This is an optimization exercise on Yosys and OpenROAD, whose aim is small area, not a production implementation.
Only simulation tests tie the RTL to the original design; equivalence was not proved.
No activity file was given, so power comes from the tool's default toggle rates.

## flow/config.mk

```make
export PLATFORM = sky130hd
export DESIGN_NAME = sfi5_rx_if_v6_16bit
export DESIGN_NICKNAME = sfi5_rx_if_v6_16bit
export VERILOG_FILES = /design/flow/design.v
export SDC_FILE = /design/flow/constraint.sdc
export NUM_CORES = 4
export LEC_CHECK = 0
export CAP_MARGIN = 20
export CORE_MARGIN = 2
export CORE_UTILIZATION = 40
export SLEW_MARGIN = 20
export SYNTH_HIERARCHICAL = 1
export SYNTH_MINIMUM_KEEP_SIZE = 0
```

## flow/design.v

```verilog
`timescale 1 ns / 10 ps
module sfi5_rx_mux4oh
(
	input	[3:0]	d,
	input	[3:0]	s,
	output		y
);
assign y = |(d & s);
endmodule
module sfi5_rx_barrel_shifter_16bit
(
	input			i_CLK,
	input			i_SYNC_RST,
	input		[5:0]	iv_SHIFT_VALUE,
	input		[4:0]	iv_AGE,
	input		[15:0]	iv_DATA,
	output	reg	[15:0]	ov_DATA
);
reg	[78:0]	L;
reg	[15:0]	Q;
wire	[5:0]	s = iv_SHIFT_VALUE;
wire	[3:0]	a = {s[5:4] == 2'd3, s[5:4] == 2'd2, s[5:4] == 2'd1, s[5:4] == 2'd0};
wire	[3:0]	au = a & iv_AGE[3:0];	 
wire	[3:0]	al = a & iv_AGE[4:1];	 
wire	[3:0]	b = {s[3:2] == 2'd3, s[3:2] == 2'd2, s[3:2] == 2'd1, s[3:2] == 2'd0};
wire	[3:0]	c = {s[1:0] == 2'd3, s[1:0] == 2'd2, s[1:0] == 2'd1, s[1:0] == 2'd0};
wire	[30:0]	m2;	 
wire	[18:0]	m4;	 
wire	[15:0]	m6;	 
genvar i;
generate
	for (i = 0; i < 31; i = i + 1) begin : g_a
		sfi5_rx_mux4oh u (.d({L[i], L[16+i], L[32+i], L[48+i]}), .s((i >= 15) ? au : al), .y(m2[i]));
	end
	for (i = 0; i < 19; i = i + 1) begin : g_b
		sfi5_rx_mux4oh u (.d({m2[i], m2[i+4], m2[i+8], m2[i+12]}), .s(b), .y(m4[i]));
	end
	for (i = 0; i < 16; i = i + 1) begin : g_c
		sfi5_rx_mux4oh u (.d({m4[i], m4[i+1], m4[i+2], m4[i+3]}), .s(c), .y(m6[i]));
	end
endgenerate
always @(posedge i_CLK) begin
	L <= {iv_DATA, L[78:16]};
	Q <= m6;
	ov_DATA <= i_SYNC_RST ? 16'd0 : Q;
end
endmodule
`timescale 1ns / 1ps
module sfi5_rx_frame_sync
(
	input			i_CLK,
	input			i_RST,
	input		[6:0]	i_FRAMES2LOCK,
	input		[6:0]	i_FRAMES2UNLOCK,
	input			i_CLEAR_FRAME_ERRORS,
	input		[15:0]	iv_DESKEW_CHANNEL,
	output	reg	[15:0]	ov_DESKEW_CHANNEL,
	output			o_RXLOF,
	output	reg		o_RXLOF_HISTORY,
	output	reg	[15:0]	ov_FRAME_ERRORS,
	output	reg	[15:0]	ov_FRAMES_RECEIVED,
	output			o_FRAME_START,
	output		[5:0]	ov_RXFRAME_SHIFT,
	output	reg	[6:0]	ov_TIMER,
	output	reg	[4:0]	ov_AGE
);
localparam	RESET		= 4'h0;
localparam	FRAME_FIND1	= 4'h1;
localparam	FRAME_FIND2	= 4'h2;
localparam	BITSLIP		= 4'h3;
localparam	WAIT_FRAME_LOCK1= 4'h4;
localparam	WAIT_FRAME_LOCK2= 4'h5;
localparam	FRAME_LOCK1	= 4'h6;
localparam	FRAME_LOCK2	= 4'h7;
localparam	FRAME1_MISMATCH	= 4'h8;
localparam	FRAME2_MISMATCH	= 4'h9;
reg	[3:0]	state;
reg	[3:0]	next_state;
reg	[4:0]	t;
reg	[6:0]	f2l;
always @(posedge i_CLK)
	ov_AGE <= i_RST ? 5'd0 : {ov_AGE[3:0], 1'b1};
reg	[78:23]	L;
reg	[15:0]	Q;
wire	[31:0]	X = L[54:23] & {{8{ov_AGE[1]}}, {16{ov_AGE[2]}}, {8{ov_AGE[3]}}};
wire	[31:0]	Xs = X >> (5'd16 - t);
always @(posedge i_CLK) begin
	L <= {iv_DESKEW_CHANNEL, L[78:39]};
	if (!i_RST)
		Q <= Xs[15:0];	 
	ov_DESKEW_CHANNEL <= i_RST ? 16'd0 : Q;
end
wire	t34 = t[4] | t[3];
assign	ov_RXFRAME_SHIFT = {t34, ~t34, ~t[3], t[2:0]};
wire	is_f6 = (ov_DESKEW_CHANNEL == 16'hF6F6);
wire	is_28 = (ov_DESKEW_CHANNEL == 16'h2828);
wire	locked = (state == FRAME_LOCK1) || (state == FRAME_LOCK2) || (state == FRAME1_MISMATCH) || (state == FRAME2_MISMATCH);
assign	o_RXLOF = ~locked;
assign	o_FRAME_START = (state == FRAME_LOCK2);
always @(*) begin
	case (state)
		RESET:			next_state = FRAME_FIND1;
		FRAME_FIND1:		next_state = is_f6 ? FRAME_FIND2 : ((ov_TIMER != 7'd127) ? FRAME_FIND1 : BITSLIP);
		FRAME_FIND2:		next_state = is_28 ? WAIT_FRAME_LOCK1 : FRAME_FIND1;
		BITSLIP:		next_state = FRAME_FIND1;
		WAIT_FRAME_LOCK1:	next_state = (ov_TIMER == 7'd66) ? (is_f6 ? WAIT_FRAME_LOCK2 : FRAME_FIND1) : WAIT_FRAME_LOCK1;
		WAIT_FRAME_LOCK2:	next_state = is_28 ? ((f2l == i_FRAMES2LOCK) ? FRAME_LOCK1 : WAIT_FRAME_LOCK1) : FRAME_FIND1;
		FRAME_LOCK1:		next_state = (ov_TIMER == 7'd66) ? (is_f6 ? FRAME_LOCK2 : FRAME1_MISMATCH) : FRAME_LOCK1;
		FRAME_LOCK2:		next_state = is_28 ? FRAME_LOCK1 : FRAME2_MISMATCH;
		FRAME1_MISMATCH,
		FRAME2_MISMATCH:	next_state = (ov_FRAME_ERRORS == {9'd0, i_FRAMES2UNLOCK}) ? FRAME_FIND1 : FRAME_LOCK1;
		default:		next_state = FRAME_FIND1;
	endcase
end
wire	count_timer = (state == FRAME_FIND1) || (state == WAIT_FRAME_LOCK1) || (state == FRAME_LOCK1) || (state == FRAME2_MISMATCH);
wire	hold_f2l = (state == WAIT_FRAME_LOCK1) || locked;
wire	hold_fe = (state == FRAME_LOCK1) || (state == FRAME_LOCK2);
wire	inc_fe = (state == FRAME1_MISMATCH) || (state == FRAME2_MISMATCH);
wire	hold_fr = (state == FRAME_LOCK1) || inc_fe;
wire	init_t = (state == RESET) || (state > FRAME2_MISMATCH);
always @(posedge i_CLK) begin
	state <= i_RST ? RESET : next_state;
	if (i_RST || t[4] || init_t)
		t <= 5'd0;
	else if (state == BITSLIP)
		t <= t + 5'd1;
	if (i_RST || !count_timer)
		ov_TIMER <= 7'd0;
	else
		ov_TIMER <= ov_TIMER + 7'd1;
	if (i_RST)
		f2l <= 7'd0;
	else if (state == WAIT_FRAME_LOCK2)
		f2l <= f2l + 7'd1;
	else if (!hold_f2l)
		f2l <= 7'd0;
	if (i_RST || i_CLEAR_FRAME_ERRORS)
		ov_FRAME_ERRORS <= 16'd0;
	else if (inc_fe)
		ov_FRAME_ERRORS <= ov_FRAME_ERRORS + 16'd1;
	else if (!hold_fe)
		ov_FRAME_ERRORS <= 16'd0;
	if (i_RST)
		ov_FRAMES_RECEIVED <= 16'd0;
	else if (state == FRAME_LOCK2)
		ov_FRAMES_RECEIVED <= ov_FRAMES_RECEIVED + 16'd1;
	else if (!hold_fr)
		ov_FRAMES_RECEIVED <= 16'd0;
	if (i_CLEAR_FRAME_ERRORS)
		o_RXLOF_HISTORY <= 1'b0;
	else if (o_RXLOF)
		o_RXLOF_HISTORY <= 1'b1;
end
endmodule
`timescale 1ns / 1ps
module sfi5_rx_data_sync
(
	input			i_CLK,
	input			i_RST,
	input		[15:0]	iv_DATA,
	input		[15:0]	iv_DSC,
	input			i_RXLOF,
	input			i_FRAME_START,
	input			i_WIN,
	input			i_END,
	input		[4:0]	iv_AGE,
	input		[6:0]	iv_MISMATCHES_2_UNLOCK,
	input			i_CLEAR_MISMATCHES,
	output		[15:0]	ov_DATA,
	output	reg		o_RXOOA,
	output	reg	[5:0]	ov_RXDATA_SHIFT,
	output	reg	[15:0]	ov_DATA_MISMATCHES
);
localparam	WAIT_FRAME_SYNC		= 3'd0;
localparam	WAIT_FRAME_START	= 3'd1;
localparam	ACTIVE			= 3'd3;	 
localparam	COMPARE_ERROR		= 3'd2;
localparam	DATA_SHIFT		= 3'd6;
reg	[2:0]	state;
reg	[2:0]	next_state;
reg	[6:0]	consec;
sfi5_rx_barrel_shifter_16bit shifter
(
	.i_CLK(i_CLK),
	.i_SYNC_RST(i_RST),
	.iv_SHIFT_VALUE(ov_RXDATA_SHIFT),
	.iv_AGE(iv_AGE),
	.iv_DATA(iv_DATA),
	.ov_DATA(ov_DATA)
);
wire	match = (ov_DATA == iv_DSC);
wire	s_wfs = (state == WAIT_FRAME_SYNC) || (state == 3'd4) || (state == 3'd5) || (state == 3'd7);
wire	s_ce = (state == COMPARE_ERROR);
wire	s_ds = (state == DATA_SHIFT);
wire	s_dm3 = (state == ACTIVE) && i_END;
always @(*) begin
	case (state)
		WAIT_FRAME_SYNC:	next_state = WAIT_FRAME_START;
		WAIT_FRAME_START:	next_state = i_FRAME_START ? ACTIVE : WAIT_FRAME_START;
		ACTIVE:			next_state = i_WIN ? (match ? ACTIVE : COMPARE_ERROR) : (i_END ? WAIT_FRAME_START : ACTIVE);
		COMPARE_ERROR:		next_state = (consec >= iv_MISMATCHES_2_UNLOCK) ? DATA_SHIFT : WAIT_FRAME_START;
		default:		next_state = WAIT_FRAME_SYNC;
	endcase
end
always @(posedge i_CLK) begin
	if (i_RST || i_RXLOF)
		state <= WAIT_FRAME_SYNC;
	else
		state <= next_state;
	if (i_RST)
		ov_RXDATA_SHIFT <= 6'd0;
	else if (s_ds)
		ov_RXDATA_SHIFT <= ov_RXDATA_SHIFT + 6'd1;
	if (i_RST || s_wfs || s_ds || s_dm3)
		consec <= 7'd0;
	else if (s_ce)
		consec <= consec + 7'd1;
	if (i_RST || i_CLEAR_MISMATCHES || s_wfs)
		ov_DATA_MISMATCHES <= 16'd0;
	else if (s_ce)
		ov_DATA_MISMATCHES <= ov_DATA_MISMATCHES + 16'd1;
	if (s_wfs || s_ds)
		o_RXOOA <= 1'b1;
	else if (s_dm3)
		o_RXOOA <= 1'b0;
end
endmodule
`timescale 1ns / 1ps
module sfi5_rx_if_v6_16bit
(
	i_CLK,
	i_RST,
	iv_RXDATA00,
	iv_RXDATA01,
	iv_RXDATA02,
	iv_RXDATA03,
	iv_RXDATA04,
	iv_RXDATA05,
	iv_RXDATA06,
	iv_RXDATA07,
	iv_RXDATA08,
	iv_RXDATA09,
	iv_RXDATA10,
	iv_RXDATA11,
	iv_RXDATA12,
	iv_RXDATA13,
	iv_RXDATA14,
	iv_RXDATA15,
	iv_DESKEW_CHANNEL,
	i_FRAMES2LOCK,
	i_FRAMES2UNLOCK,
	iv_MISMATCHES_2_UNLOCK,
	i_CLEAR_FRAME_ERRORS,
	i_CLEAR_MISMATCHES,
	ov_RXDATA00,
	ov_RXDATA01,
	ov_RXDATA02,
	ov_RXDATA03,
	ov_RXDATA04,
	ov_RXDATA05,
	ov_RXDATA06,
	ov_RXDATA07,
	ov_RXDATA08,
	ov_RXDATA09,
	ov_RXDATA10,
	ov_RXDATA11,
	ov_RXDATA12,
	ov_RXDATA13,
	ov_RXDATA14,
	ov_RXDATA15,
	o_RXLOF,
	o_RXLOF_HISTORY,
	ov_FRAME_ERRORS,
	ov_FRAMES_RECEIVED,
	ov_DATA_MISMATCHES_CH00,
	ov_DATA_MISMATCHES_CH01,
	ov_DATA_MISMATCHES_CH02,
	ov_DATA_MISMATCHES_CH03,
	ov_DATA_MISMATCHES_CH04,
	ov_DATA_MISMATCHES_CH05,
	ov_DATA_MISMATCHES_CH06,
	ov_DATA_MISMATCHES_CH07,
	ov_DATA_MISMATCHES_CH08,
	ov_DATA_MISMATCHES_CH09,
	ov_DATA_MISMATCHES_CH10,
	ov_DATA_MISMATCHES_CH11,
	ov_DATA_MISMATCHES_CH12,
	ov_DATA_MISMATCHES_CH13,
	ov_DATA_MISMATCHES_CH14,
	ov_DATA_MISMATCHES_CH15,
	ov_RXFRAME_SHIFT,
	ov_RXDATA_SHIFT_CH00,
	ov_RXDATA_SHIFT_CH01,
	ov_RXDATA_SHIFT_CH02,
	ov_RXDATA_SHIFT_CH03,
	ov_RXDATA_SHIFT_CH04,
	ov_RXDATA_SHIFT_CH05,
	ov_RXDATA_SHIFT_CH06,
	ov_RXDATA_SHIFT_CH07,
	ov_RXDATA_SHIFT_CH08,
	ov_RXDATA_SHIFT_CH09,
	ov_RXDATA_SHIFT_CH10,
	ov_RXDATA_SHIFT_CH11,
	ov_RXDATA_SHIFT_CH12,
	ov_RXDATA_SHIFT_CH13,
	ov_RXDATA_SHIFT_CH14,
	ov_RXDATA_SHIFT_CH15,
	o_RXOOA
);
input		i_CLK;			 
input		i_RST;			 
input	[15:0]	iv_RXDATA00;		 
input	[15:0]	iv_RXDATA01;		 
input	[15:0]	iv_RXDATA02;		 
input	[15:0]	iv_RXDATA03;		 
input	[15:0]	iv_RXDATA04;		 
input	[15:0]	iv_RXDATA05;		 
input	[15:0]	iv_RXDATA06;		 
input	[15:0]	iv_RXDATA07;		 
input	[15:0]	iv_RXDATA08;		 
input	[15:0]	iv_RXDATA09;		 
input	[15:0]	iv_RXDATA10;		 
input	[15:0]	iv_RXDATA11;		 
input	[15:0]	iv_RXDATA12;		 
input	[15:0]	iv_RXDATA13;		 
input	[15:0]	iv_RXDATA14;		 
input	[15:0]	iv_RXDATA15;		 
input	[15:0]	iv_DESKEW_CHANNEL;	 
input	[6:0]	i_FRAMES2LOCK;		 
input	[6:0]	i_FRAMES2UNLOCK;	 
input	[6:0]	iv_MISMATCHES_2_UNLOCK;	 
input		i_CLEAR_FRAME_ERRORS;	 
input		i_CLEAR_MISMATCHES;	 
output	[15:0]	ov_RXDATA00;		 
output	[15:0]	ov_RXDATA01;		 
output	[15:0]	ov_RXDATA02;		 
output	[15:0]	ov_RXDATA03;		 
output	[15:0]	ov_RXDATA04;		 
output	[15:0]	ov_RXDATA05;		 
output	[15:0]	ov_RXDATA06;		 
output	[15:0]	ov_RXDATA07;		 
output	[15:0]	ov_RXDATA08;		 
output	[15:0]	ov_RXDATA09;		 
output	[15:0]	ov_RXDATA10;		 
output	[15:0]	ov_RXDATA11;		 
output	[15:0]	ov_RXDATA12;		 
output	[15:0]	ov_RXDATA13;		 
output	[15:0]	ov_RXDATA14;		 
output	[15:0]	ov_RXDATA15;		 
output		o_RXLOF;		 
output		o_RXLOF_HISTORY;	 
output	[15:0]	ov_FRAME_ERRORS;	 
output	[15:0]	ov_FRAMES_RECEIVED;	 
output	[15:0]	ov_DATA_MISMATCHES_CH00; 
output	[15:0]	ov_DATA_MISMATCHES_CH01; 
output	[15:0]	ov_DATA_MISMATCHES_CH02; 
output	[15:0]	ov_DATA_MISMATCHES_CH03; 
output	[15:0]	ov_DATA_MISMATCHES_CH04; 
output	[15:0]	ov_DATA_MISMATCHES_CH05; 
output	[15:0]	ov_DATA_MISMATCHES_CH06; 
output	[15:0]	ov_DATA_MISMATCHES_CH07; 
output	[15:0]	ov_DATA_MISMATCHES_CH08; 
output	[15:0]	ov_DATA_MISMATCHES_CH09; 
output	[15:0]	ov_DATA_MISMATCHES_CH10; 
output	[15:0]	ov_DATA_MISMATCHES_CH11; 
output	[15:0]	ov_DATA_MISMATCHES_CH12; 
output	[15:0]	ov_DATA_MISMATCHES_CH13; 
output	[15:0]	ov_DATA_MISMATCHES_CH14; 
output	[15:0]	ov_DATA_MISMATCHES_CH15; 
output	[5:0]	ov_RXFRAME_SHIFT;	 
output	[5:0]	ov_RXDATA_SHIFT_CH00;	 
output	[5:0]	ov_RXDATA_SHIFT_CH01;	 
output	[5:0]	ov_RXDATA_SHIFT_CH02;	 
output	[5:0]	ov_RXDATA_SHIFT_CH03;	 
output	[5:0]	ov_RXDATA_SHIFT_CH04;	 
output	[5:0]	ov_RXDATA_SHIFT_CH05;	 
output	[5:0]	ov_RXDATA_SHIFT_CH06;	 
output	[5:0]	ov_RXDATA_SHIFT_CH07;	 
output	[5:0]	ov_RXDATA_SHIFT_CH08;	 
output	[5:0]	ov_RXDATA_SHIFT_CH09;	 
output	[5:0]	ov_RXDATA_SHIFT_CH10;	 
output	[5:0]	ov_RXDATA_SHIFT_CH11;	 
output	[5:0]	ov_RXDATA_SHIFT_CH12;	 
output	[5:0]	ov_RXDATA_SHIFT_CH13;	 
output	[5:0]	ov_RXDATA_SHIFT_CH14;	 
output	[5:0]	ov_RXDATA_SHIFT_CH15;	 
output	[15:0]	o_RXOOA;		 
wire	[15:0]	dsc;
wire		rxlof;
wire		frame_start;
wire	[6:0]	timer;
wire	[4:0]	age;
assign		o_RXLOF		= rxlof;
sfi5_rx_frame_sync sfi5_rx_frame_sync_0
(
	.i_CLK(i_CLK),
	.i_RST(i_RST),
	.i_FRAMES2LOCK(i_FRAMES2LOCK),
	.i_FRAMES2UNLOCK(i_FRAMES2UNLOCK),
	.i_CLEAR_FRAME_ERRORS(i_CLEAR_FRAME_ERRORS),
	.iv_DESKEW_CHANNEL(iv_DESKEW_CHANNEL),
	.ov_DESKEW_CHANNEL(dsc),
	.o_RXLOF(rxlof),
	.o_RXLOF_HISTORY(o_RXLOF_HISTORY),
	.ov_FRAME_ERRORS(ov_FRAME_ERRORS),
	.ov_FRAMES_RECEIVED(ov_FRAMES_RECEIVED),
	.o_FRAME_START(frame_start),
	.ov_RXFRAME_SHIFT(ov_RXFRAME_SHIFT),
	.ov_TIMER(timer),
	.ov_AGE(age)
);
wire	[16:0]	pos;
genvar	k;
generate
	for (k = 0; k < 17; k = k + 1) begin : g_pos
		assign pos[k] = (timer[6:2] == k);
	end
endgenerate
wire	[15:0]	lane_in [0:15];
wire	[15:0]	lane_out [0:15];
wire	[15:0]	lane_mm [0:15];
wire	[5:0]	lane_shift [0:15];
assign lane_in[0] = iv_RXDATA00;
assign lane_in[1] = iv_RXDATA01;
assign lane_in[2] = iv_RXDATA02;
assign lane_in[3] = iv_RXDATA03;
assign lane_in[4] = iv_RXDATA04;
assign lane_in[5] = iv_RXDATA05;
assign lane_in[6] = iv_RXDATA06;
assign lane_in[7] = iv_RXDATA07;
assign lane_in[8] = iv_RXDATA08;
assign lane_in[9] = iv_RXDATA09;
assign lane_in[10] = iv_RXDATA10;
assign lane_in[11] = iv_RXDATA11;
assign lane_in[12] = iv_RXDATA12;
assign lane_in[13] = iv_RXDATA13;
assign lane_in[14] = iv_RXDATA14;
assign lane_in[15] = iv_RXDATA15;
generate
	for (k = 0; k < 16; k = k + 1) begin : g_lane
		wire win = timer[1] ? pos[15-k] : pos[16-k];
		wire fin = pos[16-k] & timer[1] & ~timer[0];
		sfi5_rx_data_sync lane
		(
			.i_CLK(i_CLK),
			.i_RST(i_RST),
			.iv_DATA(lane_in[k]),
			.iv_DSC(dsc),
			.i_RXLOF(rxlof),
			.i_FRAME_START(frame_start),
			.i_WIN(win),
			.i_END(fin),
			.iv_AGE(age),
			.iv_MISMATCHES_2_UNLOCK(iv_MISMATCHES_2_UNLOCK),
			.i_CLEAR_MISMATCHES(i_CLEAR_MISMATCHES),
			.ov_DATA(lane_out[k]),
			.o_RXOOA(o_RXOOA[k]),
			.ov_RXDATA_SHIFT(lane_shift[k]),
			.ov_DATA_MISMATCHES(lane_mm[k])
		);
	end
endgenerate
assign ov_RXDATA00 = lane_out[0];
assign ov_RXDATA01 = lane_out[1];
assign ov_RXDATA02 = lane_out[2];
assign ov_RXDATA03 = lane_out[3];
assign ov_RXDATA04 = lane_out[4];
assign ov_RXDATA05 = lane_out[5];
assign ov_RXDATA06 = lane_out[6];
assign ov_RXDATA07 = lane_out[7];
assign ov_RXDATA08 = lane_out[8];
assign ov_RXDATA09 = lane_out[9];
assign ov_RXDATA10 = lane_out[10];
assign ov_RXDATA11 = lane_out[11];
assign ov_RXDATA12 = lane_out[12];
assign ov_RXDATA13 = lane_out[13];
assign ov_RXDATA14 = lane_out[14];
assign ov_RXDATA15 = lane_out[15];
assign ov_DATA_MISMATCHES_CH00 = lane_mm[0];
assign ov_DATA_MISMATCHES_CH01 = lane_mm[1];
assign ov_DATA_MISMATCHES_CH02 = lane_mm[2];
assign ov_DATA_MISMATCHES_CH03 = lane_mm[3];
assign ov_DATA_MISMATCHES_CH04 = lane_mm[4];
assign ov_DATA_MISMATCHES_CH05 = lane_mm[5];
assign ov_DATA_MISMATCHES_CH06 = lane_mm[6];
assign ov_DATA_MISMATCHES_CH07 = lane_mm[7];
assign ov_DATA_MISMATCHES_CH08 = lane_mm[8];
assign ov_DATA_MISMATCHES_CH09 = lane_mm[9];
assign ov_DATA_MISMATCHES_CH10 = lane_mm[10];
assign ov_DATA_MISMATCHES_CH11 = lane_mm[11];
assign ov_DATA_MISMATCHES_CH12 = lane_mm[12];
assign ov_DATA_MISMATCHES_CH13 = lane_mm[13];
assign ov_DATA_MISMATCHES_CH14 = lane_mm[14];
assign ov_DATA_MISMATCHES_CH15 = lane_mm[15];
assign ov_RXDATA_SHIFT_CH00 = lane_shift[0];
assign ov_RXDATA_SHIFT_CH01 = lane_shift[1];
assign ov_RXDATA_SHIFT_CH02 = lane_shift[2];
assign ov_RXDATA_SHIFT_CH03 = lane_shift[3];
assign ov_RXDATA_SHIFT_CH04 = lane_shift[4];
assign ov_RXDATA_SHIFT_CH05 = lane_shift[5];
assign ov_RXDATA_SHIFT_CH06 = lane_shift[6];
assign ov_RXDATA_SHIFT_CH07 = lane_shift[7];
assign ov_RXDATA_SHIFT_CH08 = lane_shift[8];
assign ov_RXDATA_SHIFT_CH09 = lane_shift[9];
assign ov_RXDATA_SHIFT_CH10 = lane_shift[10];
assign ov_RXDATA_SHIFT_CH11 = lane_shift[11];
assign ov_RXDATA_SHIFT_CH12 = lane_shift[12];
assign ov_RXDATA_SHIFT_CH13 = lane_shift[13];
assign ov_RXDATA_SHIFT_CH14 = lane_shift[14];
assign ov_RXDATA_SHIFT_CH15 = lane_shift[15];
endmodule
```

## flow/constraint.sdc

```tcl
create_clock -name core_clock -period 5.0 [get_ports {i_CLK}]
set_input_delay 1.0000 -clock core_clock [delete_from_list [all_inputs] [get_ports {i_CLK}]]
set_output_delay 1.0000 -clock core_clock [all_outputs]
set_load 0.01 [all_outputs]
```

## flow/run.sh

```bash
#!/bin/bash
# synth_recipe.tcl (not shown) runs the flow's synth.tcl, then flattens the netlist and writes it again
# the make line also repeats each setting of config.mk as NAME=value (left out here)
make -C /OpenROAD-flow-scripts/flow DESIGN_CONFIG=/design/flow/config.mk WORK_HOME=/design/flow/orfs CLKGATE_MAP_FILE= SYNTH_SCRIPT=/design/flow/synth_recipe.tcl finish
```

==> reports/metrics.yaml, run 1 <==
yosys:
  netlist_area_um2: 95100
  syn-num-nets: 9995
  seq_area_frac_synth: 0.5181
  syn_area_per_cell_um2: 9.978
  yosysUniqueCellTypes: 84
  synth_ff_type: "dfxtp_1"
  synthCells: 9531
  synth-edff-count: 16
  yosysWarningCount: 10
  ys_seq_elements: 2453
  async_reset_ff_frac: 0
placement:
  hpwl_um: 233600
  gp_congestion: 0.9168
  place_area_um2: 108600
  place_inst: 13600
  io_buffers: 960
global_route:
  grt_overflow: 0
  grt_pass1_vias: 76410
  antenna_found_initial: 49
  grt_max_degree: 106
  grt_pass1_wl_um: 491800
  grtUsageTotal: 0.2634
clock_tree:
  clk_latency_ns: 0.94
  cts_hold_buf: 0
  cts_htree_levels: 5
  cts_tree: "built"
  clk_pin_slew_ns: 0.06
  post_cts_buffers: 0
  numCtsBuffers: 282
  clockBufferDepth: 4
  cts.sinks: 2453
  clock-root-buffer: "clkbuf_16"
  post_cts_resized: 0
job:
  cap_violations: 0
power_and_ir_drop:
  p_leak_uw: 0.04518
  vdd_ir_drop_max_v: 0.0003097
  power_uw: 43390
  p_int_uw: 33490
  p_seq_frac: 0.484
  power_switching_uw: 9894
  p_per_area_nw_per_um2: 368.1
  power_frac_clock: 0.469
  p_sw_frac: 0.2280
  p_comb_frac: 0.046
floorplan:
  die_w_um: 491.6
  num_rows: 178
  die_area_um2: 241700
  start_util: 0.4032
  io_pins: 961
  core_area_um2: 235900
  die_y_um: 491.6
route:
  drt_pass1_iterations: 7
  vias: 80360
  drtIter0Drc: 7703
  vias_per_cell: 5.697
  avgRoutedWirePerCell_um: 23.62
  wl_um: 333200
  drc: 0
  drt.antenna.violating_nets: 1
setup_path:
  crit_start: "sfi5_rx_frame_sync_0.state[3]"
  reg2reg_from: "sfi5_rx_frame_sync_0.ov_AGE[2]"
  critical-path-slowest-cell: "clkdlybuf4s50_1"
  path_buf_inv: 2
  critPathLaunchType: "flop"
  cp_max_fo: 19
  cp_data_required_time_ns: 4.00
  worstSetupEndpointType: "primary output"
  worstPathArrival_ns: 3.23
  critPathMaxStageDelay_ns: 0.64
  crit_chain: "or3b_1 -> nand2_2 -> clkinv_2 -> clkdlybuf4s50_1"
  crit_family: "buffers and inverters"
  critPathKind: "flop to primary output"
sta:
  hold_viol_final: 0
  drv_slew: 0
  skew_ns: 0.06423
  fin_setup_tns_ns: 0
  worstMarginPinSlew_ns: 1.137
  period_share: 0.8467
  rsz0062_at_grt: "false"
  period_minus_slack_ns: 4.233
  slew-limit-headroom: 0.2350
  clock.fmax_ghz: 0.2362
  finalSetupViolations: 0
finish:
  final_util: 0.4998
  seq_area_um2: 49340
  final_cell_area_um2: 117900
  multi_input_area_um2: 44510
  nNetsFinal: 11190
  synthToLayoutAreaGrowth_pct: 23.95
  fill_cells: 21310
  finalNonFillerCells: 14110
  drive_gt1_frac: 0.08536
run_status:
  status: "complete, but fails checks"
  violations: "antenna violations"
hold_path:
  min-delay-start: "g_lane[12].lane.shifter.L[41]"
  hold_class: "flop to flop"
## power groups by stage
stage	sequential, uW	clock (uW)	combinational (uW)
global placement	21400	0	1960
CTS	21000	20800	1990
global route	21100	21600	2160
finish	21000	20400	2000
detailed placement	21400	0	1980
floorplan	21200	0	1060
## per-module statistics from Yosys, one instance, submodules excluded
module / cells inside / flops+latches / times used / area (um2)
sfi5_rx_mux4oh: 3 / 0 / 1056 / 18.77
sfi5_rx_barrel_shifter_16bit: 144 / 111 / 16 / 2474
sfi5_rx_frame_sync: 721 / 149 / 1 / 7083
sfi5_rx_data_sync: 205 / 33 / 16 / 1765
sfi5_rx_if_v6_16bit: 58 / 0 / 1 / 371.6
## cell usage after synthesis (18+ instances only)
| cell | instances | area, um2 |
|---|---|---|
| a21oi_1 | 217 | 1086 |
| a22oi_1 | 2118 | 15900 |
| and2_1 | 55 | 344.1 |
| and2b_2 | 112 | 980.9 |
| and3_1 | 80 | 500.5 |
| and3b_1 | 65 | 569.3 |
| and4_1 | 20 | 175.2 |
| buf_2 | 29 | 145.1 |
| buf_6 | 36 | 405.4 |
| clkbuf_1 | 59 | 221.5 |
| dfxtp_1 | 2437 | 48790 |
| ha_1 | 167 | 2090 |
| inv_1 | 171 | 641.9 |
| mux2i_1 | 50 | 500.5 |
| mux4_2 | 20 | 450.4 |
| nand2_1 | 1329 | 4989 |
| nand2b_1 | 44 | 275.3 |
| nand3_1 | 199 | 996.0 |
| nand3b_1 | 27 | 202.7 |
| nand4_1 | 115 | 719.4 |
| nor2_1 | 541 | 2031 |
| nor2b_1 | 205 | 1282 |
| nor2b_2 | 112 | 980.9 |
| nor3_1 | 122 | 610.6 |
| nor3b_1 | 34 | 255.2 |
| nor3b_2 | 18 | 225.2 |
| nor4_1 | 45 | 281.5 |
| o21ai_0 | 148 | 740.7 |
| o221ai_1 | 21 | 183.9 |
| or2_2 | 20 | 125.1 |
| or3_1 | 102 | 638.1 |
| xnor2_1 | 445 | 3897 |
| xor2_1 | 176 | 1541 |
## placed cells by master, fill, tap and decap left out, drive strengths merged, types with 167 or more instances in the layout
cell           count
nand3            199
ha               167
a22oi           2118
inv              182
nor2             541
nand2           1330
xor2             177
dfxtp           2437
xnor2            446
nor2b            317
a21oi            218
clkbuf           387
clkdlybuf4s50    951
## state kept, by name, summed over array words and instances (netlist names), 48 cells and up
name	count
g_lane.lane.shifter.L	1264
g_lane.lane.shifter.ov_DATA	256
g_lane.lane.shifter.Q	256
sfi5_rx_frame_sync_0.L	56
g_lane.lane.ov_RXDATA_SHIFT	96
g_lane.lane.state	48
g_lane.lane.ov_DATA_MISMATCHES	256
g_lane.lane.consec	112
## layout make-up
class                           instances  share of cell area
Inverter                              173            0.005520
Antenna cell                           37           0.0007855
Timing Repair Buffer                 1049             0.08721
Tap cell                             3150             0.03344
Clock buffer                          387             0.06832
Clock inverter                         86            0.008471
Sequential cell                      2453              0.4186
Multi-Input combinational cell       6771              0.3776
## cells by family after synthesis
logic type               count (synthesis)  synth area share
AO/OA/AOI/OAI                         2589            0.1958
adder cells (fa/ha/maj)                167           0.02197
buffers and inverters                  307           0.01570
XOR/XNOR                               623           0.05765
flip-flops                            2453            0.5181
multiplexers                            87           0.01217
AND/OR/NAND/NOR                       3305            0.1786
## final timing paths
check / end / slack [ns] / cells after the start
min: g_lane[12].lane.shifter.L[25] / 0.32 / 0
max reg2reg: g_lane[6].lane.shifter.Q[2] / 1.94 / 8
min reg2reg: g_lane[12].lane.shifter.L[25] / 0.32 / 0
max: o_RXLOF / 0.77 / 4
## per-stage QoR
stage          setup WS, ns  hold WS, ns
6_report             0.7667       0.3203
5_1_grt              0.6062       0.3245
4_1_cts              0.6668       0.3176
3_5_place_dp          1.672       0.3143
3_3_place_gp          1.716       0.3166
2_1_floorplan         2.472       0.3096
## per-layer routing
| metal | global-route usage | part of all wire |
|---|---|---|
| met5 | 0 | 0.00019 |
| met4 | 0.1110 | 0.041 |
| met3 | 0.05529 | 0.073 |
| met2 | 0.4238 | 0.46 |
| met1 | 0.3415 | 0.42 |
==> inputs of run 2 (changes only) <==
--- a/flow/design.v
+++ b/flow/design.v
@@ -1,42 +1,56 @@
 `timescale 1 ns / 10 ps
-module sfi5_rx_mux4oh
+module sfi5_rx_mux2n
 (
-	input	[3:0]	d,
-	input	[3:0]	s,
-	output		y
+	input	a,
+	input	b,
+	input	s,
+	input	sn,
+	output	y
 );
-assign y = |(d & s);
+assign y = ~((a | s) & (b | sn));
 endmodule
 module sfi5_rx_barrel_shifter_16bit
 (
 	input			i_CLK,
 	input			i_SYNC_RST,
 	input		[5:0]	iv_SHIFT_VALUE,
-	input		[4:0]	iv_AGE,
+	input			i_NEW,	 
 	input		[15:0]	iv_DATA,
 	output	reg	[15:0]	ov_DATA
 );
 reg	[78:0]	L;
 reg	[15:0]	Q;
 wire	[5:0]	s = iv_SHIFT_VALUE;
-wire	[3:0]	a = {s[5:4] == 2'd3, s[5:4] == 2'd2, s[5:4] == 2'd1, s[5:4] == 2'd0};
-wire	[3:0]	au = a & iv_AGE[3:0];	 
-wire	[3:0]	al = a & iv_AGE[4:1];	 
-wire	[3:0]	b = {s[3:2] == 2'd3, s[3:2] == 2'd2, s[3:2] == 2'd1, s[3:2] == 2'd0};
-wire	[3:0]	c = {s[1:0] == 2'd3, s[1:0] == 2'd2, s[1:0] == 2'd1, s[1:0] == 2'd0};
-wire	[30:0]	m2;	 
-wire	[18:0]	m4;	 
-wire	[15:0]	m6;	 
+wire	[5:0]	sn = ~iv_SHIFT_VALUE;
+wire	nah = s[4] | (sn[5] & ~i_NEW);	 
+wire	nbh = sn[4];			 
+wire	nal = s[4];			 
+wire	nbl = sn[4];			 
+wire	[46:0]	m1n;	 
+wire	[30:0]	m2;
+wire	[22:0]	m3n;	 
+wire	[18:0]	m4;
+wire	[16:0]	m5n;	 
+wire	[15:0]	m6;
 genvar i;
 generate
-	for (i = 0; i < 31; i = i + 1) begin : g_a
-		sfi5_rx_mux4oh u (.d({L[i], L[16+i], L[32+i], L[48+i]}), .s((i >= 15) ? au : al), .y(m2[i]));
+	for (i = 0; i < 47; i = i + 1) begin : g_1
+		sfi5_rx_mux2n u (.a(L[32+i]), .b(L[i]), .s(s[5]), .sn(sn[5]), .y(m1n[i]));
 	end
-	for (i = 0; i < 19; i = i + 1) begin : g_b
-		sfi5_rx_mux4oh u (.d({m2[i], m2[i+4], m2[i+8], m2[i+12]}), .s(b), .y(m4[i]));
+	for (i = 0; i < 31; i = i + 1) begin : g_2
+		sfi5_rx_mux2n u (.a(m1n[16+i]), .b(m1n[i]), .s((i >= 15) ? nah : nal), .sn((i >= 15) ? nbh : nbl), .y(m2[i]));
 	end
-	for (i = 0; i < 16; i = i + 1) begin : g_c
-		sfi5_rx_mux4oh u (.d({m4[i], m4[i+1], m4[i+2], m4[i+3]}), .s(c), .y(m6[i]));
+	for (i = 0; i < 23; i = i + 1) begin : g_3
+		sfi5_rx_mux2n u (.a(m2[8+i]), .b(m2[i]), .s(s[3]), .sn(sn[3]), .y(m3n[i]));
+	end
+	for (i = 0; i < 19; i = i + 1) begin : g_4
+		sfi5_rx_mux2n u (.a(m3n[4+i]), .b(m3n[i]), .s(s[2]), .sn(sn[2]), .y(m4[i]));
+	end
+	for (i = 0; i < 17; i = i + 1) begin : g_5
+		sfi5_rx_mux2n u (.a(m4[2+i]), .b(m4[i]), .s(s[1]), .sn(sn[1]), .y(m5n[i]));
+	end
+	for (i = 0; i < 16; i = i + 1) begin : g_6
+		sfi5_rx_mux2n u (.a(m5n[1+i]), .b(m5n[i]), .s(s[0]), .sn(sn[0]), .y(m6[i]));
 	end
 endgenerate
 always @(posedge i_CLK) begin
@@ -62,7 +76,7 @@
 	output			o_FRAME_START,
 	output		[5:0]	ov_RXFRAME_SHIFT,
 	output	reg	[6:0]	ov_TIMER,
-	output	reg	[4:0]	ov_AGE
+	output	reg	[2:0]	ov_AGE
 );
 localparam	RESET		= 4'h0;
 localparam	FRAME_FIND1	= 4'h1;
@@ -79,16 +93,43 @@
 reg	[4:0]	t;
 reg	[6:0]	f2l;
 always @(posedge i_CLK)
-	ov_AGE <= i_RST ? 5'd0 : {ov_AGE[3:0], 1'b1};
+	ov_AGE <= i_RST ? 3'd0 : {ov_AGE[1:0], 1'b1};
 reg	[78:23]	L;
-reg	[15:0]	Q;
-wire	[31:0]	X = L[54:23] & {{8{ov_AGE[1]}}, {16{ov_AGE[2]}}, {8{ov_AGE[3]}}};
-wire	[31:0]	Xs = X >> (5'd16 - t);
+reg	[15:0]	Qn;	 
+wire	[31:0]	X = {L[54:47] & {8{ov_AGE[1]}}, L[46:39] & {8{ov_AGE[2]}}, L[38:23]};
+wire	[4:0]	tn = ~t;
+wire	[30:0]	s4n;	 
+wire	[22:0]	s3;	 
+wire	[18:0]	s2n;	 
+wire	[16:0]	s1;	 
+wire	[15:0]	s0n;
+genvar	i;
+generate
+	for (i = 0; i < 31; i = i + 1) begin : g_4
+		if (i >= 15) begin : g_m
+			sfi5_rx_mux2n u (.a(X[i+1]), .b(X[i-15]), .s(t[4]), .sn(tn[4]), .y(s4n[i]));
+		end else begin : g_w
+			assign s4n[i] = ~X[i+1];
+		end
+	end
+	for (i = 0; i < 23; i = i + 1) begin : g_3
+		sfi5_rx_mux2n u (.a(s4n[i+8]), .b(s4n[i]), .s(t[3]), .sn(tn[3]), .y(s3[i]));
+	end
+	for (i = 0; i < 19; i = i + 1) begin : g_2
+		sfi5_rx_mux2n u (.a(s3[i+4]), .b(s3[i]), .s(t[2]), .sn(tn[2]), .y(s2n[i]));
+	end
+	for (i = 0; i < 17; i = i + 1) begin : g_1
+		sfi5_rx_mux2n u (.a(s2n[i+2]), .b(s2n[i]), .s(t[1]), .sn(tn[1]), .y(s1[i]));
+	end
+	for (i = 0; i < 16; i = i + 1) begin : g_0
+		sfi5_rx_mux2n u (.a(s1[i+1]), .b(s1[i]), .s(t[0]), .sn(tn[0]), .y(s0n[i]));
+	end
+endgenerate
 always @(posedge i_CLK) begin
 	L <= {iv_DESKEW_CHANNEL, L[78:39]};
 	if (!i_RST)
-		Q <= Xs[15:0];	 
-	ov_DESKEW_CHANNEL <= i_RST ? 16'd0 : Q;
+		Qn <= s0n;	 
+	ov_DESKEW_CHANNEL <= ~(Qn | {16{i_RST}});
 end
 wire	t34 = t[4] | t[3];
 assign	ov_RXFRAME_SHIFT = {t34, ~t34, ~t[3], t[2:0]};
@@ -118,34 +159,38 @@
 wire	inc_fe = (state == FRAME1_MISMATCH) || (state == FRAME2_MISMATCH);
 wire	hold_fr = (state == FRAME_LOCK1) || inc_fe;
 wire	init_t = (state == RESET) || (state > FRAME2_MISMATCH);
+wire	inc_f2l = (state == WAIT_FRAME_LOCK2);
+wire	inc_fr = (state == FRAME_LOCK2);
+wire	[5:0]	c_t;
+wire	[7:0]	c_v;
+wire	[7:0]	c_l;
+wire	[16:0]	c_e;
+wire	[16:0]	c_r;
+assign	c_t[0] = (state == BITSLIP);
+assign	c_v[0] = 1'b1;
+assign	c_l[0] = inc_f2l;
+assign	c_e[0] = inc_fe;
+assign	c_r[0] = inc_fr;
+generate
+	for (i = 0; i < 5; i = i + 1) begin : g_ct
+		assign c_t[i+1] = c_t[i] & t[i];
+	end
+	for (i = 0; i < 7; i = i + 1) begin : g_cv
+		assign c_v[i+1] = c_v[i] & ov_TIMER[i];
+		assign c_l[i+1] = c_l[i] & f2l[i];
+	end
+	for (i = 0; i < 16; i = i + 1) begin : g_ce
+		assign c_e[i+1] = c_e[i] & ov_FRAME_ERRORS[i];
+		assign c_r[i+1] = c_r[i] & ov_FRAMES_RECEIVED[i];
+	end
+endgenerate
 always @(posedge i_CLK) begin
 	state <= i_RST ? RESET : next_state;
-	if (i_RST || t[4] || init_t)
-		t <= 5'd0;
-	else if (state == BITSLIP)
-		t <= t + 5'd1;
-	if (i_RST || !count_timer)
-		ov_TIMER <= 7'd0;
-	else
-		ov_TIMER <= ov_TIMER + 7'd1;
-	if (i_RST)
-		f2l <= 7'd0;
-	else if (state == WAIT_FRAME_LOCK2)
-		f2l <= f2l + 7'd1;
-	else if (!hold_f2l)
-		f2l <= 7'd0;
-	if (i_RST || i_CLEAR_FRAME_ERRORS)
-		ov_FRAME_ERRORS <= 16'd0;
-	else if (inc_fe)
-		ov_FRAME_ERRORS <= ov_FRAME_ERRORS + 16'd1;
-	else if (!hold_fe)
-		ov_FRAME_ERRORS <= 16'd0;
-	if (i_RST)
-		ov_FRAMES_RECEIVED <= 16'd0;
-	else if (state == FRAME_LOCK2)
-		ov_FRAMES_RECEIVED <= ov_FRAMES_RECEIVED + 16'd1;
-	else if (!hold_fr)
-		ov_FRAMES_RECEIVED <= 16'd0;
+	t <= (t ^ c_t[4:0]) & {5{~(i_RST | t[4] | init_t)}};
+	ov_TIMER <= (ov_TIMER ^ c_v[6:0]) & {7{~(i_RST | ~count_timer)}};
+	f2l <= (f2l ^ c_l[6:0]) & {7{~(i_RST | ~(inc_f2l | hold_f2l))}};
+	ov_FRAME_ERRORS <= (ov_FRAME_ERRORS ^ c_e[15:0]) & {16{~(i_RST | i_CLEAR_FRAME_ERRORS | ~(inc_fe | hold_fe))}};
+	ov_FRAMES_RECEIVED <= (ov_FRAMES_RECEIVED ^ c_r[15:0]) & {16{~(i_RST | ~(inc_fr | hold_fr))}};
 	if (i_CLEAR_FRAME_ERRORS)
 		o_RXLOF_HISTORY <= 1'b0;
 	else if (o_RXLOF)
@@ -163,7 +208,7 @@
 	input			i_FRAME_START,
 	input			i_WIN,
 	input			i_END,
-	input		[4:0]	iv_AGE,
+	input			i_NEW,
 	input		[6:0]	iv_MISMATCHES_2_UNLOCK,
 	input			i_CLEAR_MISMATCHES,
 	output		[15:0]	ov_DATA,
@@ -171,54 +216,55 @@
 	output	reg	[5:0]	ov_RXDATA_SHIFT,
 	output	reg	[15:0]	ov_DATA_MISMATCHES
 );
-localparam	WAIT_FRAME_SYNC		= 3'd0;
-localparam	WAIT_FRAME_START	= 3'd1;
-localparam	ACTIVE			= 3'd3;	 
-localparam	COMPARE_ERROR		= 3'd2;
-localparam	DATA_SHIFT		= 3'd6;
 reg	[2:0]	state;
-reg	[2:0]	next_state;
 reg	[6:0]	consec;
 sfi5_rx_barrel_shifter_16bit shifter
 (
 	.i_CLK(i_CLK),
 	.i_SYNC_RST(i_RST),
 	.iv_SHIFT_VALUE(ov_RXDATA_SHIFT),
-	.iv_AGE(iv_AGE),
+	.i_NEW(i_NEW),
 	.iv_DATA(iv_DATA),
 	.ov_DATA(ov_DATA)
 );
 wire	match = (ov_DATA == iv_DSC);
-wire	s_wfs = (state == WAIT_FRAME_SYNC) || (state == 3'd4) || (state == 3'd5) || (state == 3'd7);
-wire	s_ce = (state == COMPARE_ERROR);
-wire	s_ds = (state == DATA_SHIFT);
-wire	s_dm3 = (state == ACTIVE) && i_END;
-always @(*) begin
-	case (state)
-		WAIT_FRAME_SYNC:	next_state = WAIT_FRAME_START;
-		WAIT_FRAME_START:	next_state = i_FRAME_START ? ACTIVE : WAIT_FRAME_START;
-		ACTIVE:			next_state = i_WIN ? (match ? ACTIVE : COMPARE_ERROR) : (i_END ? WAIT_FRAME_START : ACTIVE);
-		COMPARE_ERROR:		next_state = (consec >= iv_MISMATCHES_2_UNLOCK) ? DATA_SHIFT : WAIT_FRAME_START;
-		default:		next_state = WAIT_FRAME_SYNC;
-	endcase
-end
+wire	s_wfs = ~state[1] & ~state[0];
+wire	s_wst = ~state[1] & state[0];
+wire	s_ce = state[1] & ~state[0];
+wire	s_act = ~state[2] & state[1] & state[0];
+wire	s_ds = state[2];
+wire	s_dm3 = s_act & i_END;
+wire	ge;
+wire	go = ~(i_RST | i_RXLOF);
+wire	[6:0]	c_s;
+wire	[7:0]	c_c;
+wire	[16:0]	c_m;
+wire	[7:0]	c_g;
+assign	c_s[0] = s_ds;
+assign	c_c[0] = s_ce;
+assign	c_m[0] = s_ce;
+assign	c_g[0] = 1'b1;
+genvar	i;
+generate
+	for (i = 0; i < 6; i = i + 1) begin : g_s
+		assign c_s[i+1] = c_s[i] & ov_RXDATA_SHIFT[i];
+	end
+	for (i = 0; i < 7; i = i + 1) begin : g_c
+		assign c_c[i+1] = c_c[i] & consec[i];
+		assign c_g[i+1] = (consec[i] & ~iv_MISMATCHES_2_UNLOCK[i]) | ((consec[i] | ~iv_MISMATCHES_2_UNLOCK[i]) & c_g[i]);
+	end
+	for (i = 0; i < 16; i = i + 1) begin : g_m
+		assign c_m[i+1] = c_m[i] & ov_DATA_MISMATCHES[i];
+	end
+endgenerate
+assign	ge = c_g[7];
 always @(posedge i_CLK) begin
-	if (i_RST || i_RXLOF)
-		state <= WAIT_FRAME_SYNC;
-	else
-		state <= next_state;
-	if (i_RST)
-		ov_RXDATA_SHIFT <= 6'd0;
-	else if (s_ds)
-		ov_RXDATA_SHIFT <= ov_RXDATA_SHIFT + 6'd1;
-	if (i_RST || s_wfs || s_ds || s_dm3)
-		consec <= 7'd0;
-	else if (s_ce)
-		consec <= consec + 7'd1;
-	if (i_RST || i_CLEAR_MISMATCHES || s_wfs)
-		ov_DATA_MISMATCHES <= 16'd0;
-	else if (s_ce)
-		ov_DATA_MISMATCHES <= ov_DATA_MISMATCHES + 16'd1;
+	state[0] <= go & ~s_ds & ~(s_act & i_WIN & ~match);
+	state[1] <= go & ((s_wst & i_FRAME_START) | (s_act & (i_WIN | ~i_END)) | (s_ce & ge));
+	state[2] <= go & s_ce & ge;
+	ov_RXDATA_SHIFT <= (ov_RXDATA_SHIFT ^ c_s[5:0]) & {6{~i_RST}};
+	consec <= (consec ^ c_c[6:0]) & {7{~(i_RST | s_wfs | s_ds | s_dm3)}};
+	ov_DATA_MISMATCHES <= (ov_DATA_MISMATCHES ^ c_m[15:0]) & {16{~(i_RST | i_CLEAR_MISMATCHES | s_wfs)}};
 	if (s_wfs || s_ds)
 		o_RXOOA <= 1'b1;
 	else if (s_dm3)
@@ -389,7 +435,7 @@
 wire		rxlof;
 wire		frame_start;
 wire	[6:0]	timer;
-wire	[4:0]	age;
+wire	[2:0]	age;
 assign		o_RXLOF		= rxlof;
 sfi5_rx_frame_sync sfi5_rx_frame_sync_0
 (
@@ -450,7 +496,7 @@
 			.i_FRAME_START(frame_start),
 			.i_WIN(win),
 			.i_END(fin),
-			.iv_AGE(age),
+			.i_NEW(age[0]),
 			.iv_MISMATCHES_2_UNLOCK(iv_MISMATCHES_2_UNLOCK),
 			.i_CLEAR_MISMATCHES(i_CLEAR_MISMATCHES),
 			.ov_DATA(lane_out[k]),
==> flow/flow/run.sh (new file) <==
#!/bin/bash
# The standard layout (the standard.sh, standard synthesis unchanged) with two
# changes: ports are buffered with the smallest buffer, and clock tree synthesis
# uses small buffers without dummy loads. Each tool's output goes to its own log
# under orfs/logs; make's own output goes to flow_make.log here.
set -euo pipefail
export BUFFER_PORTS_ARGS="-buffer_cell sky130_fd_sc_hd__buf_1"
export CTS_ARGS="-sink_clustering_enable -repair_clock_nets -dont_use_dummy_load -buf_list sky130_fd_sc_hd__clkbuf_8 -sink_clustering_size 14 -sink_clustering_max_diameter 80"
bash standard.sh > flow_make.log 2>&1
==> flow/standard.sh (new file) <==
#!/bin/bash
# synth_recipe.tcl (not shown) runs the flow's synth.tcl, then flattens the netlist and writes it again
# the make line also repeats each setting of config.mk as NAME=value (left out here)
make -C /OpenROAD-flow-scripts/flow DESIGN_CONFIG=/design/flow/config.mk WORK_HOME=/design/flow/orfs CLKGATE_MAP_FILE= SYNTH_SCRIPT=/design/flow/synth_recipe.tcl "${@:-finish}"
--- a/flow/config.mk
+++ b/flow/config.mk
@@ -7,7 +7,10 @@
 export LEC_CHECK = 0
 export CAP_MARGIN = 20
 export CORE_MARGIN = 2
-export CORE_UTILIZATION = 40
+export CORE_UTILIZATION = 75
+export CTS_BUF_LIST = sky130_fd_sc_hd__clkbuf_8
+export CTS_CLUSTER_DIAMETER = 80
+export CTS_CLUSTER_SIZE = 14
 export SLEW_MARGIN = 20
 export SYNTH_HIERARCHICAL = 1
 export SYNTH_MINIMUM_KEEP_SIZE = 0
removed: flow/run.sh
==> run 2 against run 1 <==
Now clean on timing, DRC and antenna; final cell count is 27% lower; fmax is 3.9% higher; wire length is 24% lower; register-to-register slack worse by 1.0 ns; via count is 14% lower; largest power group unchanged; highest routed layer unchanged.
==> reports/metrics.yaml, run 2 <==
run_status:
  status: "no timing/DRC/antenna violations"
route:
  drc: 0
  drt_pass1_iterations: 6
  avgRoutedWirePerCell_um: 24.58
  vias_per_cell: 6.720
  drtIter0Drc: 6819
  drt.antenna.violating_nets: 0
  vias: 69020
  wl_um: 252500
setup_path:
  cpMostUsedCell: "ha_1"
  crit_cells: 20
  path_buf_inv: 1
  rrSetupSlack_ns: 0.93
  critPathMaxStageDelay_ns: 0.55
  critPathLaunchType: "flop"
  crit_end: "sfi5_rx_frame_sync_0.ov_FRAMES_RECEIVED[15]"
  critical-path-slowest-cell: "dfxtp_1"
  reg2reg_from: "sfi5_rx_frame_sync_0.state[3]"
  crit_family: "adder cells"
  r2r-end: "sfi5_rx_frame_sync_0.ov_FRAMES_RECEIVED[15]"
  cp_data_required_time_ns: 5.75
  crit_start: "sfi5_rx_frame_sync_0.state[3]"
  r2r_cells: 20
  worstSetupEndpointType: "flop"
  critPathKind: "flop to flop"
  cp_max_fo: 12
  worstPathArrival_ns: 4.83
  crit_chain: "and2b_4 -> nand3_1 -> inv_1 -> ha_1 -> ha_1 -> ha_1 -> ha_1 -> ha_1 -> ha_1 -> ha_1 -> ha_1 -> ha_1 -> ha_1 -> ha_1 -> ha_1 -> ha_1 -> ha_1 -> ha_1 -> xnor2_1 -> nor3_1"
sta:
  slew-limit-headroom: 0.2946
  period_share: 0.8147
  rsz0062_at_grt: "false"
  finalSetupViolations: 0
  fin_setup_tns_ns: 0
  skew_ns: 0.06504
  hold_viol_final: 0
  drv_slew: 0
  worstMarginPinSlew_ns: 1.057
  period_minus_slack_ns: 4.073
  setup_slack_ns: 0.9267
  clock.fmax_ghz: 0.2455
yosys:
  netlist_area_um2: 85320
  ys_seq_elements: 2451
  seq_area_frac_synth: 0.5770
  async_reset_ff_frac: 0
  synth_top_area_frac: 0.5713
  synth_top_area_cell: "dfxtp_1"
  yosys-top-cells-area: "dfxtp_1 57%, o22ai_1 19%, ha_1 6.8%"
  synth_xor_area_frac: 0.03316
  yosysUniqueCellTypes: 63
  synth_top_family_by_area: "compound AO/OA/AOI/OAI gates"
  synth-edff-count: 16
  synthMuxAreaShare: 0.001994
  yosysWarningCount: 10
  synth-simple-area-share: 0.1010
  syn_area_per_cell_um2: 11.30
  synth-compound-area-share: 0.2029
  synthAdderAreaFrac: 0.06963
  synthCells: 7548
  synth_common_cells: "2557 x o22ai_1, 2435 x dfxtp_1, 462 x ha_1"
  synth_ff_type: "dfxtp_1"
  yosysMostFrequentCell: "o22ai_1"
  syn-num-nets: 8307
power_and_ir_drop:
  p_per_area_nw_per_um2: 340.4
  p_int_uw: 24540
  vdd_ir_drop_max_v: 0.0004469
  power_frac_clock: 0.293
  p_leak_uw: 0.03801
  p_comb_frac: 0.056
  p_sw_frac: 0.2318
  p_seq_frac: 0.651
  power_switching_uw: 7406
global_route:
  antenna_found_initial: 32
  grt_overflow: 0
  grtUsageTotal: 0.4151
  grt_max_degree: 90
  grt_pass1_vias: 65080
  grt_pass1_wl_um: 375700
floorplan:
  num_rows: 123
  die_area_um2: 116500
  die_w_um: 341.3
  start_util: 0.7574
  core_area_um2: 112700
  io_pins: 961
  die_y_um: 341.3
clock_tree:
  cts_tree: "built"
  cts_htree_levels: 4
  clock-root-buffer: "clkbuf_8"
  clockBufferDepth: 3
  post_cts_buffers: 0
  post_cts_resized: 0
  cts.sinks: 2451
  numCtsBuffers: 193
  clk_latency_ns: 0.92
  cts_hold_buf: 0
  clk_pin_slew_ns: 0.09
finish:
  layout_common_cells: "2557 x o22ai_1, 2418 x dfxtp_1, 956 x buf_1"
  drive_gt1_frac: 0.06784
  nNetsFinal: 9502
  fill_cells: 6517
  final_cell_area_um2: 93850
  synthToLayoutAreaGrowth_pct: 9.989
  final_common_cell: "o22ai_1"
  final_util: 0.8331
  largest_reg_flops: 1264
  largest_register: "g_lane.lane.shifter.L"
placement:
  gp_congestion: 0.9843
  hpwl_um: 180700
  pre_cts_ws_ns: 0.9134
  io_buffers: 960
  place_area_um2: 91110
hold_path:
  hold_class: "primary input to flop"
job:
  cap_violations: 0
run 2: power groups by stage:
| stage | Combinational [uW] | Sequential (uW) | Clock, uW |
|---|---|---|---|
| after CTS | 1740 | 20800 | 9360 |
| after detailed placement | 1720 | 21200 | 0 |
| after global routing | 1900 | 20900 | 10100 |
| after floorplan | 1130 | 21100 | 0 |
| final | 1790 | 20800 | 9360 |
| after global placement | 1680 | 21200 | 0 |
run 2: stage by stage:
step	cells	hold WS, ns	total power [uW]
2_1_floorplan	7548	0.3096	22200
3_3_place_gp	10050	0.3112	22850
3_5_place_dp	10050	0.3121	22940
4_1_cts	10240	0.07450	31880
5_1_grt	10270	0.1042	32870
6_report	10270	0.1393	31950
run 2: cell type report:
type	instances	area [um2]	share of cell area
diodes	30	75.07	0.0007999
clock buffers	193	2656	0.02830
flip-flops and latches	2451	49250	0.5248
repair buffers	1050	4337	0.04621
inverters	203	762.0	0.008119
well taps	1500	1877	0.02000
multi-input cells	4844	34890	0.3718
run 2: per-layer routing:
metal  routed length, um  global-route usage  vias to the layer above  part of all wire
met4               20580              0.2958                        8             0.081
met3               25490              0.1172                      985              0.10
li1                    -                   -                    31510                 -
met5                  52                   0                        -           0.00021
met2              115200              0.6656                     3882              0.46
met1               91180              0.4796                    32640              0.36
run 2: worst min path at each step:
| stage | startpoint | endpoint | slack [ns] | cells past startpoint |
|---|---|---|---|---|
| after CTS | iv_RXDATA04[4] | g_lane[4].lane.shifter.L[67] | 0.07 | 1 |
| final | iv_RXDATA04[4] | g_lane[4].lane.shifter.L[67] | 0.14 | 1 |
| after global routing | iv_RXDATA04[4] | g_lane[4].lane.shifter.L[67] | 0.10 | 1 |
| after global placement | sfi5_rx_frame_sync_0.L[58] | sfi5_rx_frame_sync_0.L[42] | 0.31 | 0 |
| after floorplan | sfi5_rx_frame_sync_0.L[55] | sfi5_rx_frame_sync_0.L[39] | 0.31 | 0 |
| after detailed placement | sfi5_rx_frame_sync_0.L[70] | sfi5_rx_frame_sync_0.L[54] | 0.31 | 0 |
run 2: cell families after synthesis:
logic type,Yosys count
adders and majority gates,478
xor gates and xnor gates,323
buffers and inverters,253
and+or+nand+nor,1299
AOI/OAI and AO/OA,2727
muxes,17
DFF,2451
run 2: worst register-to-register path, stage by stage, from the launching register on:
cell,delay (ns)
dfxtp_1,0.55
and2b_4,0.27
nand3_1,0.11
inv_1,0.10
ha_1,0.20
ha_1,0.18
ha_1,0.18
ha_1,0.18
ha_1,0.18
ha_1,0.18
ha_1,0.18
ha_1,0.18
ha_1,0.18
ha_1,0.18
ha_1,0.18
ha_1,0.19
ha_1,0.18
ha_1,0.18
ha_1,0.19
xnor2_1,0.15
nor3_1,0.06
run 2: per-module statistics from Yosys (local to each module, per instance):
module / flops+latches / area, um2 / cells / times used
sfi5_rx_barrel_shifter_16bit: 111 / 2396 / 135 / 16
sfi5_rx_if_v6_16bit: 0 / 371.6 / 58 / 1
sfi5_rx_frame_sync: 147 / 4966 / 407 / 1
sfi5_rx_mux2n: 0 / 6.256 / 1 / 2539
sfi5_rx_data_sync: 33 / 1610 / 149 / 16
==> inputs of run 3 (changes only) <==
--- a/flow/config.mk
+++ b/flow/config.mk
@@ -7,7 +7,7 @@
 export LEC_CHECK = 0
 export CAP_MARGIN = 20
 export CORE_MARGIN = 2
-export CORE_UTILIZATION = 75
+export CORE_UTILIZATION = 60
 export CTS_BUF_LIST = sky130_fd_sc_hd__clkbuf_8
 export CTS_CLUSTER_DIAMETER = 80
 export CTS_CLUSTER_SIZE = 14
==> run 3 against run 2 <==
Still clean on timing, DRC and antenna; wire length down 3.3%; core utilization down 17 points; count of clock-buffer cells in the layout unchanged; worst hold slack better by 0.011 ns; first-iteration DRC count down 29%; clock skew up 0.0080 ns; highest routed layer unchanged.
==> reports/metrics.yaml, run 3 <==
yosys:
  async_reset_ff_frac: 0
  syn-num-nets: 8307
  yosysMostFrequentCell: "o22ai_1"
  yosysWarningCount: 10
  netlist_area_um2: 85320
  ys_seq_elements: 2451
  yosysUniqueCellTypes: 63
  synth_top_area_cell: "dfxtp_1"
  seq_area_frac_synth: 0.5770
  synthCells: 7548
  synth_ff_type: "dfxtp_1"
  synth_common_cells: "2557 x o22ai_1, 2435 x dfxtp_1, 462 x ha_1"
  synth_top_area_frac: 0.5713
  synth-edff-count: 16
  yosys-top-cells-area: "dfxtp_1 57%, o22ai_1 19%, ha_1 6.8%"
  syn_area_per_cell_um2: 11.30
power_and_ir_drop:
  power_uw: 31860
  p_leak_uw: 0.03800
  p_seq_frac: 0.651
  p_sw_frac: 0.2296
  p_per_area_nw_per_um2: 337.9
  p_comb_frac: 0.056
  p_int_uw: 24540
  power_switching_uw: 7316
  power_frac_clock: 0.293
  vdd_ir_drop_max_v: 0.0003178
clock_tree:
  post_cts_buffers: 0
  clockBufferDepth: 3
  cts_hold_buf: 0
  clock-root-buffer: "clkbuf_8"
  numCtsBuffers: 193
  cts.sinks: 2451
  clk_pin_slew_ns: 0.10
  clk_latency_ns: 0.93
  cts_htree_levels: 4
  cts_tree: "built"
  post_cts_resized: 0
setup_path:
  cp_data_required_time_ns: 5.76
  critPathKind: "flop to flop"
  crit_chain: "and2b_4 -> nand3_1 -> inv_1 -> ha_1 -> ha_1 -> ha_1 -> ha_1 -> ha_1 -> ha_1 -> ha_1 -> ha_1 -> ha_1 -> ha_1 -> ha_1 -> ha_1 -> ha_1 -> ha_1 -> ha_1 -> xnor2_1 -> nor3_1"
  worstPathArrival_ns: 4.93
  crit_start: "sfi5_rx_frame_sync_0.state[3]"
  cp_max_fo: 12
  critPathLaunchType: "flop"
  worstSetupEndpointType: "flop"
  r2r_cells: 20
  critPathMaxStageDelay_ns: 0.54
  crit_end: "sfi5_rx_frame_sync_0.ov_FRAMES_RECEIVED[15]"
  rrSetupSlack_ns: 0.83
  r2r-end: "sfi5_rx_frame_sync_0.ov_FRAMES_RECEIVED[15]"
  cpMostUsedCell: "ha_1"
  critical-path-slowest-cell: "dfxtp_1"
  reg2reg_from: "sfi5_rx_frame_sync_0.state[3]"
floorplan:
  die_area_um2: 145200
  die_w_um: 381.1
  io_pins: 961
  die_y_um: 381.1
  core_area_um2: 141400
  num_rows: 138
  start_util: 0.6034
job:
  cap_violations: 0
sta:
  hold_viol_final: 0
  hold_slack_ns: 0.1501
  worstMarginPinSlew_ns: 1.146
  slew-limit-headroom: 0.2363
  fin_setup_tns_ns: 0
  skew_ns: 0.07302
  period_share: 0.8333
  finalSetupViolations: 0
  rsz0062_at_grt: "false"
  drv_slew: 0
  clock.fmax_ghz: 0.2400
  period_minus_slack_ns: 4.167
route:
  drc: 0
  vias_per_cell: 6.167
  vias: 65650
  drt_pass1_iterations: 6
  drt.antenna.violating_nets: 0
  wl_um: 244200
  drtIter0Drc: 4825
  avgRoutedWirePerCell_um: 22.94
finish:
  nNetsFinal: 9501
  final_common_cell: "o22ai_1"
  largest_reg_flops: 1264
  drive_gt1_frac: 0.06796
  final_cell_area_um2: 94260
  layout_common_cells: "2557 x o22ai_1, 2416 x dfxtp_1, 955 x buf_1"
  synthToLayoutAreaGrowth_pct: 10.48
  largest_register: "g_lane.lane.shifter.L"
  fill_cells: 11520
global_route:
  grt_overflow: 0
  grt_max_degree: 122
  grtUsageTotal: 0.3223
  grt_pass1_vias: 60580
  grt_pass1_wl_um: 363300
  antenna_found_initial: 23
hold_path:
  hold_class: "primary input to flop"
  min-delay-start: "iv_RXDATA15[8]"
placement:
  place_area_um2: 91570
  gp_congestion: 0.9680
  io_buffers: 960
  hpwl_um: 180300
run_status:
  status: "no timing/DRC/antenna violations"
run 3: power groups by stage:
stage / Sequential, uW / Clock (uW) / Combinational [uW]
2_1_floorplan: 21100 / 0 / 1130
3_5_place_dp: 21200 / 0 / 1750
5_1_grt: 20800 / 10200 / 1920
4_1_cts: 20700 / 9520 / 1760
3_3_place_gp: 21200 / 0 / 1740
6_report: 20700 / 9320 / 1790
run 3: per-module statistics from Yosys, one instance, submodules excluded:
module	times used	flip-flops and latches	cell area, um2	cells
sfi5_rx_frame_sync	1	147	4966	407
sfi5_rx_barrel_shifter_16bit	16	111	2396	135
sfi5_rx_if_v6_16bit	1	0	371.6	58
sfi5_rx_data_sync	16	33	1610	149
sfi5_rx_mux2n	2539	0	6.256	1
run 3: routing by layer:
metal,GRT usage,part of all wire
met1,0.4038,0.41
met2,0.5155,0.46
met3,0.08534,0.080
met4,0.1577,0.051
met5,0,0.00045
run 3: kinds of logic (layout without fill, tap and decap cells):
logic type	count (synthesis)	count (layout)	share of synthesized area
AOI/OAI and AO/OA	2727	2727	0.2029
adders and majority gates	478	478	0.06963
other	0	15	0
DFF	2451	2451	0.5770
xor gates and xnor gates	323	323	0.03316
buffers and inverters	253	1445	0.01434
and+or+nand+nor	1299	1299	0.1010
muxes	17	17	0.001994
run 3: worst min path at each step:
stage                                                to  slack, ns  depth (start not counted)
after global placement       sfi5_rx_frame_sync_0.L[55]       0.31                          0
after floorplan              sfi5_rx_frame_sync_0.L[39]       0.31                          0
after CTS                 g_lane[10].lane.shifter.L[67]       0.06                          1
after global routing      g_lane[15].lane.shifter.L[73]       0.09                          1
final                     g_lane[15].lane.shifter.L[71]       0.15                          1
after detailed placement     sfi5_rx_frame_sync_0.L[54]       0.31                          0
run 3: critical path: cells and delay by family, from the launching register on:
| family | cells | cell delay (ns) |
|---|---|---|
| xor gates and xnor gates | 1 | 0.17 |
| adders and majority gates | 15 | 2.79 |
| buffers and inverters | 1 | 0.11 |
| DFF | 1 | 0.54 |
| and+or+nand+nor | 3 | 0.44 |
run 3: stage by stage:
step,setup WS (ns),util,instances
finish,0.8334,0.6666,10650
global route,0.5976,0.6665,10640
CTS,0.8426,0.6663,10630
detailed placement,0.8652,0.6475,10440
global placement,0.8954,0.6475,10440
floorplan,1.232,-,7548
run 3: final cells by class:
cell class                 instances  area [um2]  share of cell area
multi-input combinational       4844       34890              0.3701
timing repair buffer            1049        4305             0.04567
sequential                      2451       49250              0.5225
inverter                         203       762.0            0.008083
tap                             1890        2365             0.02509
antenna                           15       37.54           0.0003982
clock buffer                     193        2656             0.02818

-- static timing again, ports no longer ideal --
No port has a modelled driver above. Below, the same layouts with a new extraction and two added sets of constraints.
Step 1 (the two cells are an assumption about what drives the block):
set clk [get_ports {i_CLK}]
set_driving_cell -lib_cell sky130_fd_sc_hd__clkbuf_16 $clk
set_driving_cell -lib_cell sky130_fd_sc_hd__buf_2 [delete_from_list [all_inputs] $clk]
Step 2 adds t to the input delays and takes it off the output delays; t is the mean of the earliest and latest rising clock arrival at the registers after step 1. Input paths then give back, and output paths get back, about the clock's delay inside the block.
Three values: no drivers, after step 1, after step 2; two values: the first two.
run	t, ns	slack for setup (ns)	hold WS [ns]
run 1	0.988	0.767 / 0.680 / 1.668	0.320 / 0.320 / 0.320
run 2	0.981	0.927 / 0.927 / 0.927	0.139 / 0.087 / 0.294
run 3	0.977	0.833 / 0.833 / 0.833	0.150 / 0.090 / 0.305
